Context: an optimization exercise on an open-source flow, tuned for small area. The choices shown serve that exercise and are no tape-out recipe. Only simulation tests tie the RTL to the original design; equivalence was not proved. Power is estimated from default activity; no workload was simulated.

==> flow/design.v <==
module Order3(
    output wire [2:0] sel_min,    
    output wire [2:0] sel_mid,
    output wire [2:0] sel_max,
    input  wire       xab, xbc, xac
);
    assign sel_min = { ~xac & ~xbc,  ~xab &  xbc,  xab &  xac };
    assign sel_max = {  xac &  xbc,   xab & ~xbc, ~xab & ~xac };
    assign sel_mid = {  xac ^  xbc, ~(xab ^ xbc),  xab ^  xac };
endmodule
module Ascending_Sorter_3inputs_8bits(
    output wire [2:0] sel_min,    
    output wire [2:0] sel_mid,
    output wire [2:0] sel_max,
    input  wire       xab, ma, mb
);
    assign sel_min = { xab ? ma : mb, ~xab & ~mb,  xab & ~ma };
    assign sel_max = { xab ? mb : ma,  xab & ~mb, ~xab & ~ma };
    assign sel_mid = { ~ma & ~mb,      mb,         ma        };
endmodule
module Le_8bits(output wire le, input wire [7:0] a, input wire [7:0] b);
    wire [3:0] l2, g2;
    wire [1:0] l4, g4;
    genvar i;
    generate
        for (i = 0; i < 4; i = i + 1) begin : t2
            assign l2[i] = (~a[2*i+1] & b[2*i+1]) | (~a[2*i+1] & ~a[2*i] & b[2*i]) | (b[2*i+1] & ~a[2*i] & b[2*i]);
            assign g2[i] = (a[2*i+1] & ~b[2*i+1]) | (a[2*i+1] & a[2*i] & ~b[2*i]) | (~b[2*i+1] & a[2*i] & ~b[2*i]);
        end
        for (i = 0; i < 2; i = i + 1) begin : t4
            assign l4[i] = l2[2*i+1] | (~g2[2*i+1] & l2[2*i]);
            assign g4[i] = g2[2*i+1] | (~l2[2*i+1] & g2[2*i]);
        end
    endgenerate
    assign le = ~(g4[1] | (~l4[1] & g4[0]));
endmodule
module Sel3_8bits(output wire [7:0] y, input wire [2:0] s,
                  input wire [7:0] a, input wire [7:0] b, input wire [7:0] c);
    assign y = ({8{s[0]}} & a) | ({8{s[1]}} & b) | ({8{s[2]}} & c);
endmodule
module Median_Finder_9inputs_8bits(
    output wire [7:0] med,
    input  wire [7:0] x, y, z
);
    wire xy, yz, xz;
    wire [2:0] smin, smid, smax;
    Le_8bits Cxy(.le(xy), .a(x), .b(y));
    Le_8bits Cyz(.le(yz), .a(y), .b(z));
    Le_8bits Cxz(.le(xz), .a(x), .b(z));
    Order3 Ord(.sel_min(smin), .sel_mid(smid), .sel_max(smax),
                     .xab(xy), .xbc(yz), .xac(xz));
    Sel3_8bits Mux(.y(med), .s(smid), .a(x), .b(y), .c(z));
endmodule
module Median_Filter #(
    parameter WIDTH  = 32,
    parameter HEIGHT = 24
)(
    output wire [7:0] median_pixel,
    output wire       out_valid,
    input  wire [7:0] pixel_in,
    input  wire       in_valid,
    input  wire       rst,
    input  wire       clk
);
    localparam N = 2 * WIDTH + 1;
    reg  [7:0] sr [0:N-1];
    integer i;
    always @(posedge clk)
        if (in_valid) begin
            sr[0] <= pixel_in;
            for (i = 1; i < N; i = i + 1) sr[i] <= sr[i-1];
        end
    reg  [$clog2(WIDTH)-1:0]  col;
    reg  [$clog2(HEIGHT)-1:0] row;
    reg                       primed;    
    reg                       valid0, valid1, valid2, valid3;
    wire last_col = (col == WIDTH - 1);
    always @(posedge clk) begin
        if (rst) begin
            col    <= 0;
            row    <= 0;
            primed <= 1'b0;
            valid0 <= 1'b0;
            valid1 <= 1'b0;
            valid2 <= 1'b0;
            valid3 <= 1'b0;
        end else begin
            valid0 <= in_valid & primed;
            valid1 <= valid0;
            valid2 <= valid1;
            valid3 <= valid2;
            if (in_valid) begin
                col <= col + 1'b1;
                if (last_col) row <= (row == HEIGHT - 1) ? 0 : row + 1'b1;
                if (row == 1 && col == 0) primed <= 1'b1;
            end
        end
    end
    wire ntop = (row == 1);
    wire nbot = (row == 0);
    wire [7:0] na = sr[2*WIDTH-1], nb = sr[WIDTH-1], nc = pixel_in;
    wire le_ab, le_bc, le_ac;
    Le_8bits Cab(.le(le_ab), .a(na), .b(nb));
    Le_8bits Cbc(.le(le_bc), .a(nb), .b(nc));
    Le_8bits Cac(.le(le_ac), .a(na), .b(nc));
    wire nxab = ntop | le_ab;
    wire nxbc = ~nbot & le_bc;
    wire nxac = ntop | (~nbot & le_ac);
    reg ptop, pbot, moved;
    reg [2:0] qx;
    always @(posedge clk) begin
        if (in_valid) begin
            ptop <= ntop;
            pbot <= nbot;
            qx   <= {~(nxab ^ nxbc), nxab ^ nxac, nxab};
        end
        moved <= in_valid;
    end
    wire [7:0] qa = sr[2*WIDTH], qb = sr[WIDTH], qc = sr[0];
    wire [2:0] qs_min, qs_mid, qs_max;
    Ascending_Sorter_3inputs_8bits OQ(.sel_min(qs_min), .sel_mid(qs_mid), .sel_max(qs_max),
                                      .xab(qx[0]), .ma(qx[1]), .mb(qx[2]));
    wire [7:0] q_min, q_mid, q_max;
    Sel3_8bits SQn(.y(q_min), .s(qs_min & {~pbot, 1'b1, ~ptop}), .a(qa), .b(qb), .c(qc));
    Sel3_8bits SQd(.y(q_mid), .s(qs_mid), .a(qa), .b(qb), .c(qc));
    Sel3_8bits SQx(.y(q_max), .s(qs_max), .a(qa), .b(qb), .c(qc));
    reg [7:0] r_min, r_mid, r_max, m_min, m_mid, m_max, l_min, l_mid, l_max;
    always @(posedge clk) begin
        r_min <= q_min;  r_mid <= q_mid;  r_max <= q_max;
        if (moved) begin
            m_min <= r_min;  m_mid <= r_mid;  m_max <= r_max;
            l_min <= m_min;  l_mid <= m_mid;  l_max <= m_max;
        end
    end
    reg lmask, rmask;
    always @(posedge clk) begin
        lmask <= (col == 2);            
        rmask <= (col == 1);            
    end
    wire n_mr, n_lr, d_mr, d_lr, x_mr, x_lr;
    Le_8bits Cn1(.le(n_mr), .a(m_min), .b(r_min));
    Le_8bits Cn2(.le(n_lr), .a(l_min), .b(r_min));
    Le_8bits Cd1(.le(d_mr), .a(m_mid), .b(r_mid));
    Le_8bits Cd2(.le(d_lr), .a(l_mid), .b(r_mid));
    Le_8bits Cx1(.le(x_mr), .a(m_max), .b(r_max));
    Le_8bits Cx2(.le(x_lr), .a(l_max), .b(r_max));
    reg n_lm, d_lm, x_lm;
    always @(posedge clk)
        if (moved) begin
            n_lm <= n_mr;
            d_lm <= d_mr;
            x_lm <= x_mr;
        end
    wire [2:0] nmin, nmid, nmax, dmin, dmid, dmax, xmin, xmid, xmax;
    Order3 ON(.sel_min(nmin), .sel_mid(nmid), .sel_max(nmax),
        .xab(lmask | n_lm), .xbc(~rmask & n_mr), .xac(lmask | (~rmask & n_lr)));
    Order3 OD(.sel_min(dmin), .sel_mid(dmid), .sel_max(dmax),
        .xab(lmask | d_lm), .xbc(~rmask & d_mr), .xac(lmask | (~rmask & d_lr)));
    Order3 OX(.sel_min(xmin), .sel_mid(xmid), .sel_max(xmax),
        .xab(lmask | x_lm), .xbc(~rmask & x_mr), .xac(lmask | (~rmask & x_lr)));
    wire [7:0] max_of_min, mid_of_mid, min_of_max;
    Sel3_8bits SN(.y(max_of_min), .s(nmax), .a(l_min), .b(m_min), .c(r_min));
    Sel3_8bits SD(.y(mid_of_mid), .s(dmid), .a(l_mid), .b(m_mid), .c(r_mid));
    Sel3_8bits SX(.y(min_of_max), .s(xmin & {~rmask, 1'b1, ~lmask}),
                  .a(l_max), .b(m_max), .c(r_max));
    reg [7:0] s_x, s_y, s_z;
    always @(posedge clk) begin
        s_x <= max_of_min;
        s_y <= mid_of_mid;
        s_z <= min_of_max;
    end
    wire [7:0] med;
    Median_Finder_9inputs_8bits Kernel(.med(med), .x(s_x), .y(s_y), .z(s_z));
    reg [7:0] med_q;
    always @(posedge clk) med_q <= med;
    assign median_pixel = med_q;
    assign out_valid    = valid3;
endmodule
clock: 2.8 ns
lec_check: 0
cap_margin: 20
core_margin: 2
core_utilization: 65
cts_buf_list: sky130_fd_sc_hd__clkbuf_16
cts_cluster_diameter: 60
cts_cluster_size: 25
slew_margin: 20
run.sh (not shown) runs the stock make flow with config.mk's settings and CLKGATE_MAP_FILE= SYNTH_SCRIPT=/design/flow/synth_recipe.tcl, a recipe that flattens the netlist after the stock synthesis.
The starting point produced a clean layout.
Next try:
- CTS_CLUSTER_DIAMETER: 60 -> 75
- CTS_CLUSTER_SIZE: 25 -> 34
What happened: Setup slack degrades by 0.020 ns; cell area hardly moves; fmax is lower by 0.73%; clock power went down by about 2%.
Next try:
==> flow/flow/run.sh (new file) <==
#!/bin/bash
# The standard layout (standard.sh), with clock tree synthesis told not to
# add dummy loads. The make output goes to standard.log; each tool's own log
# is under orfs/logs/.
set -euo pipefail
export CTS_ARGS="-sink_clustering_enable -repair_clock_nets -sink_clustering_size 25 -sink_clustering_max_diameter 60 -buf_list sky130_fd_sc_hd__clkbuf_16 -dont_use_dummy_load"
bash standard.sh > standard.log 2>&1
==> flow/standard.sh (new file) <==
#!/bin/bash
# synth_recipe.tcl (not shown) runs the flow's synth.tcl, then flattens the netlist and writes it again
# the make line also repeats each setting of config.mk as NAME=value (left out here)
make -C /OpenROAD-flow-scripts/flow DESIGN_CONFIG=/design/flow/config.mk WORK_HOME=/design/flow/orfs CLKGATE_MAP_FILE= SYNTH_SCRIPT=/design/flow/synth_recipe.tcl "${@:-finish}"
- CTS_CLUSTER_DIAMETER: 75 -> 60
- CTS_CLUSTER_SIZE: 34 -> 25
removed: flow/run.sh
Result: The new run finished clean. Routed wire length goes up slightly. Global-route usage goes up by 0.18 points. Worst setup slack improves by 0.014 ns. Combinational power hardly moves.

## re-timing with driven ports
No port has a modelled driver above. Below, the same layouts with a new extraction and two added sets of constraints.
Step 1: set_driving_cell puts a clkbuf_16 on clk and a buf_2 on each other input, an assumption about the parent block.
Step 2, shift: input delay + t, output delay - t, t = (earliest + latest rising clock arrival at the registers) / 2. This alone moves slack from input paths to output paths.
a / b / c = ideal / step 1 / step 2; a / b = the first two.
run | t, ns | setup slack, ns | worst register clock-pin slew, ns
the first run | 0.601 | 0.152 / 0.152 / -0.312 | 0.09 / 0.09
the second run | 0.641 | 0.133 / 0.133 / -0.298 | 0.11 / 0.11
the third run | 0.583 | 0.146 / 0.146 / -0.310 | 0.09 / 0.09
Met with ideal ports but missed after step 2: setup timing in every run listed. The setup slack of the first run, which loses most, moves by 0.000 ns with the drivers and by -0.464 ns with both steps.
